What follows belongs to an exercise in optimizing a design on an open flow for small area, a short achievable clock period and few clock cycles per item; a production flow would make more cautious choices.
No run shown here included a check of the RTL's function; only the layout flow was run.

## flow/design.v (module list and top-level ports; edited modules follow where they fit)
// module Convolution_without_pipeline: 1340 lines
// module fa3: 4 lines
// module ha2n: 4 lines
module Convolution_without_pipeline(
    clk, rst_n, in_valid,
    In_IFM_1, In_IFM_2, In_IFM_3, In_IFM_4, In_IFM_5, In_IFM_6, In_IFM_7, In_IFM_8, In_IFM_9,
    In_Weight_1, In_Weight_2, In_Weight_3, In_Weight_4, In_Weight_5, In_Weight_6, In_Weight_7, In_Weight_8, In_Weight_9,
    out_valid, Out_OFM
    );
  // ...
==> flow/run.sh <==
#!/bin/bash
# synth_recipe.tcl (not shown) runs the flow's synth.tcl, then flattens the netlist and writes it again
# the make line also repeats each setting of config.mk as NAME=value (left out here)
make -C /OpenROAD-flow-scripts/flow DESIGN_CONFIG=/design/flow/config.mk WORK_HOME=/design/flow/orfs CLKGATE_MAP_FILE= SYNTH_SCRIPT=/design/flow/synth_recipe.tcl finish
==> flow/config.mk <==
export PLATFORM = sky130hd
export DESIGN_NAME = Convolution_without_pipeline
export DESIGN_NICKNAME = Convolution_without_pipeline
export VERILOG_FILES = /design/flow/design.v
export SDC_FILE = /design/flow/constraint.sdc
export NUM_CORES = 4
export LEC_CHECK = 0
export CAP_MARGIN = 20
export CORE_MARGIN = 2
export CORE_UTILIZATION = 40
export SETUP_SLACK_MARGIN = 4.5
export SLEW_MARGIN = 20
export SYNTH_HIERARCHICAL = 1
export SYNTH_MINIMUM_KEEP_SIZE = 0
==> flow/constraint.sdc <==
create_clock -name core_clock -period 10.0 [get_ports {clk}]
set_input_delay 2.0000 -clock core_clock [delete_from_list [all_inputs] [get_ports {clk}]]
set_output_delay 2.0000 -clock core_clock [all_outputs]
set_load 0.01 [all_outputs]
==> impl_metrics.env, run 1 <==
export IMPL_gp_congestion=0.9613
export IMPL_postCtsSetupBuffers=6
export IMPL_synth_warning_count=7
export IMPL_cpMaxStageDelayCell="fa_1"
export IMPL_path_buf_inv=2
export IMPL_wl_per_cell_um=25.09
export IMPL_antenna_cells=0
export IMPL_status="no timing/DRC/antenna violations"
export IMPL_wl_met2_mm=26.12
export IMPL_wl_met1_mm=21.34
export IMPL_cts_resized=474
export IMPL_final_area_mm2=0.01848
export IMPL_antenna_found_initial=0
export IMPL_wl_met3_mm=4.332
export IMPL_cts_hold_buf=0
export IMPL_synthMuxAreaShare_pct=0
export IMPL_crit_start="r_s470"
export IMPL_signal_buffer_area_fraction_pct=7.075
export IMPL_setup_ws_ns=4.447
export IMPL_rsz0062_at_grt="yes"
export IMPL_cts_buffers_inserted=9
export IMPL_grt_overflow_total=0
==> run 2: changes to the inputs <==
--- a/flow/design.v
+++ b/flow/design.v
@@ -1218,83 +1218,83 @@
 fa3 u_fa479 (.a(c427), .b(s430), .c(s431), .s(s479), .co(c479));
 fa3 u_fa482 (.a(s434), .b(c431), .c(s435), .s(s482), .co(c482));
 fa3 u_fa485 (.a(s438), .b(c435), .c(s439), .s(s485), .co(c485));
 fa3 u_fa488 (.a(c438), .b(s443), .c(c439), .s(s488), .co(c488));
 fa3 u_fa543 (.a(s526), .b(c494), .c(c524), .s(s543), .co(c543));
 fa3 u_fa548 (.a(c530), .b(s503), .c(s531), .s(s548), .co(c548));
 fa3 u_fa512 (.a(c471), .b(c472), .c(s474), .s(s512), .co(c512));
 fa3 u_fa514 (.a(c474), .b(s477), .c(c475), .s(s514), .co(c514));
+fa3 u_fa516 (.a(c477), .b(s480), .c(c478), .s(s516), .co(c516));
 fa3 u_fa518 (.a(s483), .b(c480), .c(c481), .s(s518), .co(c518));
 fa3 u_fa525 (.a(c490), .b(s494), .c(c491), .s(s525), .co(c525));
+fa3 u_fa519 (.a(s484), .b(c482), .c(s485), .s(s519), .co(c519));
+fa3 u_fa521 (.a(c484), .b(c485), .c(s488), .s(s521), .co(c521));
 fa3 u_fa523 (.a(c487), .b(s491), .c(c488), .s(s523), .co(c523));
-reg r_s448, r_c467, r_s469, r_s470, r_c470, r_s472, r_s473, r_c473, r_s475, r_s476, r_c476, r_c477;
-reg r_s478, r_c478, r_s479, r_c479, r_s480, r_s481, r_s482, r_c482, r_s484, r_c484, r_s485, r_c485;
-reg r_s488, r_s495, r_c504, r_s505, r_c505, r_s506, r_c506, r_s507, r_c507, r_s508, r_c508, r_s510;
-reg r_c510, r_s512, r_c512, r_s514, r_c514, r_s518, r_c518, r_s520, r_c520, r_s522, r_c522, r_s523;
-reg r_c523, r_s524, r_s525, r_c525, r_c526, r_s527, r_c531, r_s532, r_c532, r_s543, r_c543, r_s545;
-reg r_c545, r_s546, r_c546, r_s547, r_c547, r_s548, r_c548;
+fa3 u_fa542 (.a(s524), .b(c522), .c(s525), .s(s542), .co(c542));
+reg r_s448, r_c467, r_s469, r_s470, r_c470, r_s472, r_s473, r_c473, r_s475, r_s476, r_c476, r_s478;
+reg r_s479, r_c479, r_s481, r_s482, r_s495, r_c504, r_s505, r_c505, r_s506, r_c506, r_s507, r_c507;
+reg r_s508, r_c508, r_s510, r_c510, r_s512, r_c512, r_s514, r_c514, r_s516, r_c516, r_s518, r_c518;
+reg r_s519, r_c519, r_s520, r_c520, r_s521, r_c521, r_s522, r_s523, r_c523, r_c525, r_c526, r_s527;
+reg r_c531, r_s532, r_c532, r_s542, r_c542, r_s543, r_c543, r_s545, r_c545, r_s546, r_c546, r_s547;
+reg r_c547, r_s548, r_c548;
 always @(posedge clk) begin
     r_s448 <= s448;
     r_c467 <= c467;
     r_s469 <= s469;
     r_s470 <= s470;
     r_c470 <= c470;
     r_s472 <= s472;
     r_s473 <= s473;
     r_c473 <= c473;
     r_s475 <= s475;
     r_s476 <= s476;
     r_c476 <= c476;
-    r_c477 <= c477;
     r_s478 <= s478;
-    r_c478 <= c478;
     r_s479 <= s479;
     r_c479 <= c479;
-    r_s480 <= s480;
     r_s481 <= s481;
     r_s482 <= s482;
-    r_c482 <= c482;
-    r_s484 <= s484;
-    r_c484 <= c484;
-    r_s485 <= s485;
-    r_c485 <= c485;
-    r_s488 <= s488;
     r_s495 <= s495;
     r_c504 <= c504;
     r_s505 <= s505;
     r_c505 <= c505;
     r_s506 <= s506;
     r_c506 <= c506;
     r_s507 <= s507;
     r_c507 <= c507;
     r_s508 <= s508;
     r_c508 <= c508;
     r_s510 <= s510;
     r_c510 <= c510;
     r_s512 <= s512;
     r_c512 <= c512;
     r_s514 <= s514;
     r_c514 <= c514;
+    r_s516 <= s516;
+    r_c516 <= c516;
     r_s518 <= s518;
     r_c518 <= c518;
+    r_s519 <= s519;
+    r_c519 <= c519;
     r_s520 <= s520;
     r_c520 <= c520;
+    r_s521 <= s521;
+    r_c521 <= c521;
     r_s522 <= s522;
-    r_c522 <= c522;
     r_s523 <= s523;
     r_c523 <= c523;
-    r_s524 <= s524;
-    r_s525 <= s525;
     r_c525 <= c525;
     r_c526 <= c526;
     r_s527 <= s527;
     r_c531 <= c531;
     r_s532 <= s532;
     r_c532 <= c532;
+    r_s542 <= s542;
+    r_c542 <= c542;
     r_s543 <= s543;
     r_c543 <= c543;
     r_s545 <= s545;
     r_c545 <= c545;
     r_s546 <= s546;
     r_c546 <= c546;
     r_s547 <= s547;
     r_c547 <= c547;
@@ -1303,41 +1303,37 @@
 end
 ha2n u_ha544 (.a(r_s527), .b(r_s495), .s(s544), .co(c544));
 fa3 u_fa533 (.a(r_c504), .b(r_s506), .c(r_c505), .s(s533), .co(c533));
 fa3 u_fa509 (.a(r_s469), .b(r_c467), .c(r_s470), .s(s509), .co(c509));
 fa3 u_fa511 (.a(r_s472), .b(r_c470), .c(r_s473), .s(s511), .co(c511));
 fa3 u_fa549 (.a(r_c531), .b(r_s532), .c(r_s505), .s(s549), .co(c549));
 fa3 u_fa534 (.a(r_c506), .b(r_s508), .c(r_c507), .s(s534), .co(c534));
 fa3 u_fa513 (.a(r_s475), .b(r_c473), .c(r_s476), .s(s513), .co(c513));
-fa3 u_fa516 (.a(r_c477), .b(r_s480), .c(r_c478), .s(s516), .co(c516));
 fa3 u_fa515 (.a(r_s478), .b(r_c476), .c(r_s479), .s(s515), .co(c515));
 fa3 u_fa517 (.a(r_s481), .b(r_c479), .c(r_s482), .s(s517), .co(c517));
-fa3 u_fa519 (.a(r_s484), .b(r_c482), .c(r_s485), .s(s519), .co(c519));
-fa3 u_fa521 (.a(r_c484), .b(r_c485), .c(r_s488), .s(s521), .co(c521));
 fa3 u_fa550 (.a(r_c532), .b(r_s507), .c(s533), .s(s550), .co(c550));
 ha2n u_ha561 (.a(r_c526), .b(r_c543), .s(s561), .co(c561));
 fa3 u_fa535 (.a(r_c508), .b(r_s510), .c(c509), .s(s535), .co(c535));
 fa3 u_fa536 (.a(r_c510), .b(r_s512), .c(c511), .s(s536), .co(c536));
 fa3 u_fa551 (.a(c533), .b(s509), .c(s534), .s(s551), .co(c551));
 fa3 u_fa537 (.a(r_c512), .b(r_s514), .c(c513), .s(s537), .co(c537));
-fa3 u_fa542 (.a(r_s524), .b(r_c522), .c(r_s525), .s(s542), .co(c542));
-fa3 u_fa538 (.a(r_c514), .b(s516), .c(c515), .s(s538), .co(c538));
-fa3 u_fa539 (.a(c516), .b(r_s518), .c(c517), .s(s539), .co(c539));
-fa3 u_fa540 (.a(r_s520), .b(r_c518), .c(c519), .s(s540), .co(c540));
+fa3 u_fa538 (.a(r_c514), .b(r_s516), .c(c515), .s(s538), .co(c538));
+fa3 u_fa539 (.a(r_c516), .b(r_s518), .c(c517), .s(s539), .co(c539));
+fa3 u_fa540 (.a(r_s520), .b(r_c518), .c(r_c519), .s(s540), .co(c540));
 fa3 u_fa541 (.a(r_s522), .b(r_c520), .c(r_s523), .s(s541), .co(c541));
 fa3 u_fa552 (.a(c534), .b(s511), .c(s535), .s(s552), .co(c552));
 fa3 u_fa553 (.a(s513), .b(c535), .c(s536), .s(s553), .co(c553));
 fa3 u_fa554 (.a(s515), .b(c536), .c(s537), .s(s554), .co(c554));
-fa3 u_fa560 (.a(r_s543), .b(r_c525), .c(c542), .s(s560), .co(c560));
+fa3 u_fa560 (.a(r_s543), .b(r_c525), .c(r_c542), .s(s560), .co(c560));
 fa3 u_fa555 (.a(s517), .b(c537), .c(s538), .s(s555), .co(c555));
-fa3 u_fa556 (.a(s519), .b(c538), .c(s539), .s(s556), .co(c556));
-fa3 u_fa557 (.a(s521), .b(c539), .c(s540), .s(s557), .co(c557));
-fa3 u_fa558 (.a(c521), .b(s541), .c(c540), .s(s558), .co(c558));
-fa3 u_fa559 (.a(r_c523), .b(s542), .c(c541), .s(s559), .co(c559));
+fa3 u_fa556 (.a(r_s519), .b(c538), .c(s539), .s(s556), .co(c556));
+fa3 u_fa557 (.a(r_s521), .b(c539), .c(s540), .s(s557), .co(c557));
+fa3 u_fa558 (.a(r_c521), .b(s541), .c(c540), .s(s558), .co(c558));
+fa3 u_fa559 (.a(r_c523), .b(r_s542), .c(c541), .s(s559), .co(c559));
 wire [19:0] row_a_n = {1'b1, c561, s561, s560, s559, c557, c556, c555, c554, c553, c552, c551, c550, c549, r_c548, r_c547, r_c546, r_c545, c544, r_s448};
 wire [19:0] row_b_n = {1'b1, 1'b1, c560, c559, c558, s558, s557, s556, s555, s554, s553, s552, s551, s550, s549, r_s548, r_s547, r_s546, r_s545, s544};
 wire [19:0] sum = ~row_a_n + ~row_b_n;
 assign Out_OFM = {1'b0, sum};
 endmodule
 module fa3(input a, input b, input c, output s, output co);
 assign s = a ^ b ^ c;
 assign co = (a & b) | (a & c) | (b & c);
==> run 2 against run 1 <==
Net effect: critical endpoint unchanged; via count grew 0.42%; final area shrank 0.62%; still clean; sequential share of layout area shrank 0.40 points; die area shrank 0.48%; area after synthesis shrank 0.48%; flip-flop and latch count shrank 4; routed wire length grew 2.3%; non-clock buffer count grew 4.
==> impl_metrics.env, run 2 <==
export IMPL_status="no timing/DRC/antenna violations"
export IMPL_gp_congestion=0.9559
export IMPL_h_tree_depth=3
export IMPL_num_io_pins=169
export IMPL_track_usage_pct=27.67
export IMPL_drv_slew=0
export IMPL_post_dp_hpwl_mm=50.99
export IMPL_drive_gt1_share_pct=16.60
export IMPL_antenna_cells=0
export IMPL_antenna_found_initial=0
export IMPL_grt_pass1_wl_mm=85.59
export IMPL_ys_seq_area_share_pct=7.794
export IMPL_final_hold_viol_count=0
export IMPL_synth_avg_cell_area_um2=10.21
export IMPL_cp_required_ns=8.00
export IMPL_cts_buffer_depth=2
export IMPL_syn_area_mm2=0.01650
export IMPL_rows=74
export IMPL_setup_violations_final=0
export IMPL_synth_warning_count=7
export IMPL_wirelength_mm=56.33
export IMPL_drcViolationCount=0
export IMPL_yosysTopAreaCellShare_pct=65.50
export IMPL_wl_per_cell_um=25.66
export IMPL_max_stage_delay_ns=0.52
export IMPL_vias=11840
export IMPL_grt_overflow_total=0
export IMPL_die_area_mm2=0.04290
export IMPL_hold_class="in2async"
export IMPL_drt_iter0_drc=978
export IMPL_grt_max_degree=12
export IMPL_fin_tns_setup_ns=0
export IMPL_synthArstFlopShare_pct=1.563
export IMPL_clock_sink_count=64
export IMPL_crit_start="r_s473"
export IMPL_path_cells="fa_2, fa_1, fa_1, inv_2, ha_4, a21o_1, a21o_1, a21oi_4, a21oi_2, or2_4, o211ai_1, buf_2"
export IMPL_ys_top_cells_by_area="fa_1 66%, nand2_1 13%, dfxtp_1 7.6%, clkbuf_1 3.3%, ha_1 3.1%"
export IMPL_synth_edf_count=0
export IMPL_die_h_um=207.1
export IMPL_synthDistinctLibCells=37
export IMPL_cts_tree="done"
export IMPL_crit_type="reg2out"
export IMPL_clk_transition_reported_paths_ns=0.06
export IMPL_first_global_vias=13390
export IMPL_min_period_ns=5.561
export IMPL_synth_top_area_cell="fa_1"
export IMPL_synthesis_nets=2344
export IMPL_firstDrtPassIters=5
export IMPL_root_buffer="clkbuf_16"
export IMPL_synth_top_cells_by_count="584 x nand2_1, 540 x fa_1, 145 x clkbuf_1, 132 x inv_1, 63 x dfxtp_1"
export IMPL_synth_most_common_cell="nand2_1"
export IMPL_core_mm2=0.04074
export IMPL_path_buf_inv=2
export IMPL_cpMaxStageDelayCell="fa_1"
export IMPL_synth_seq_cells=64
export IMPL_maxCapViolations=0
export IMPL_syn_to_final_growth_pct=11.30
export IMPL_rsz0062_at_grt="yes"
export IMPL_chipWidth_um=207.1
export IMPL_synth_ff_type="dfxtp_1"
export IMPL_crit_arrival_ns=3.56
export IMPL_critical_path_top_delay_family="adder cells"
export IMPL_postRouteAntennaNets=0
export IMPL_final_cell_mix="583 x nand2_1, 476 x fa_1, 128 x inv_1, 117 x buf_2, 64 x fa_2"
export IMPL_post_route_util_pct=45.09
export IMPL_min_period_over_period_pct=55.61
export IMPL_fmax_ghz=0.1798
export IMPL_cts_buffers_inserted=9
export IMPL_layout_commonest_cell="nand2_1"
export IMPL_vias_per_cell=5.395
export IMPL_num_nets_final=2386
export IMPL_start_util_pct=40.51
export IMPL_worstPathMaxFanout=5
export IMPL_portBuffers=167
export IMPL_synth_cells=1616
export IMPL_crit_path_start_kind="register"
export IMPL_worst_setup_path_end_kind="primary output"
run 2: changes by cell type after synthesis:
cell / change
dfxtp_1: -4
run 2: routing by layer:
layer | part of all wire, % | track usage, % | up-vias
li1 | - | - | 4791
met1 | 39 | 37.19 | 6284
met2 | 47 | 44.06 | 675
met3 | 8.2 | 4.973 | 93
met4 | 5.4 | 12.59 | 0
met5 | 0 | 0 | -
run 2: logic make-up (layout without fill, tap and decap cells):
group	Yosys count	count (layout)	synth area share (%)
buffers and inverters	281	328	6.414
other	1	1	0.02272
and+or+nand+nor	623	623	14.51
adders and majority gates	581	581	68.61
AOI/OAI and AO/OA	53	53	1.956
xor gates and xnor gates	13	13	0.6899
DFF	64	64	7.794
run 2: final timing paths:
| path | end | slack, ns | cells past startpoint |
|---|---|---|---|
| worst min-delay path | out_valid | 1.78 | 1 |
| min in group core_clock | out_valid | 2.09 | 1 |
| max in group asynchronous | out_valid | 8.12 | 1 |
| worst max-delay path | Out_OFM[16] | 4.44 | 12 |
run 2: repair_timing:
action / 4_1_cts / 5_1_grt
endpoints found under the setup margin: 57 / 28
pin swaps: 15 / 11
hold buffers: 0 / 0
gates resized for setup: 586 / 214
buffers inserted: 9 / 4
run 2: modules after synthesis, one instance, submodules excluded:
module,flops+latches,cells inside,area [um2],times used
ha2n,0,5,27.53,23
Convolution_without_pipeline,64,962,5080,1
fa3,0,1,20.02,539
run 2: metrics by stage:
step | worst slack, ns | hold slack (ns) | instances | instance area [um2]
floorplan | 4.476 | 1.704 | 1616 | 16880
global placement | 3.469 | 2.151 | 2166 | 18370
detailed placement | 3.477 | 2.153 | 2166 | 18370
CTS | 4.341 | 1.772 | 2191 | 18790
global route | 4.321 | 1.771 | 2195 | 18370
finish | 4.439 | 1.784 | 2195 | 18370
run 2: final cells by class:
| class | instances | area (um2) |
|---|---|---|
| Clock inverter | 5 | 78.83 |
| Tap cell | 532 | 665.6 |
| Inverter | 132 | 495.5 |
| Multi-Input combinational cell | 1271 | 14460 |
| Fill cell | 3982 | 22370 |
| Sequential cell | 64 | 1289 |
| Clock buffer | 11 | 242.7 |
| Timing Repair Buffer | 180 | 1140 |

[re-timing with driven ports]
No port has a modelled driver above. Below, the same layouts with a new extraction and two added sets of constraints. Step 1 sets driving cells, clkbuf_16 on the clock port and buf_2 on the other inputs (assumed; they add their load-dependent delay and slew). Step 2 moves the port delays by t, midway between the first and last clock arrival at a register: inputs arrive t later, outputs are due t later. That takes back most of the time a late clock gives input paths. a / b / c = no drivers / after step 1 / after step 2; a / b = the first two.
run	t, ns	setup WS [ns]	worst hold slack (ns)	slew at the worst register clock pin (ns)	worst data-port slew with drivers (ns)
run 1	0.411	4.447 / 4.395 / 4.172	1.774 / 1.748 / 2.159	0.07 / 0.07	0.05
run 2	0.400	4.439 / 4.393 / 4.113	1.784 / 1.761 / 2.161	0.07 / 0.07	0.05
After both steps every run listed still meets setup and hold. For run 2, which loses most, drivers alone change the setup slack by -0.046 ns; drivers and shift together by -0.326 ns.
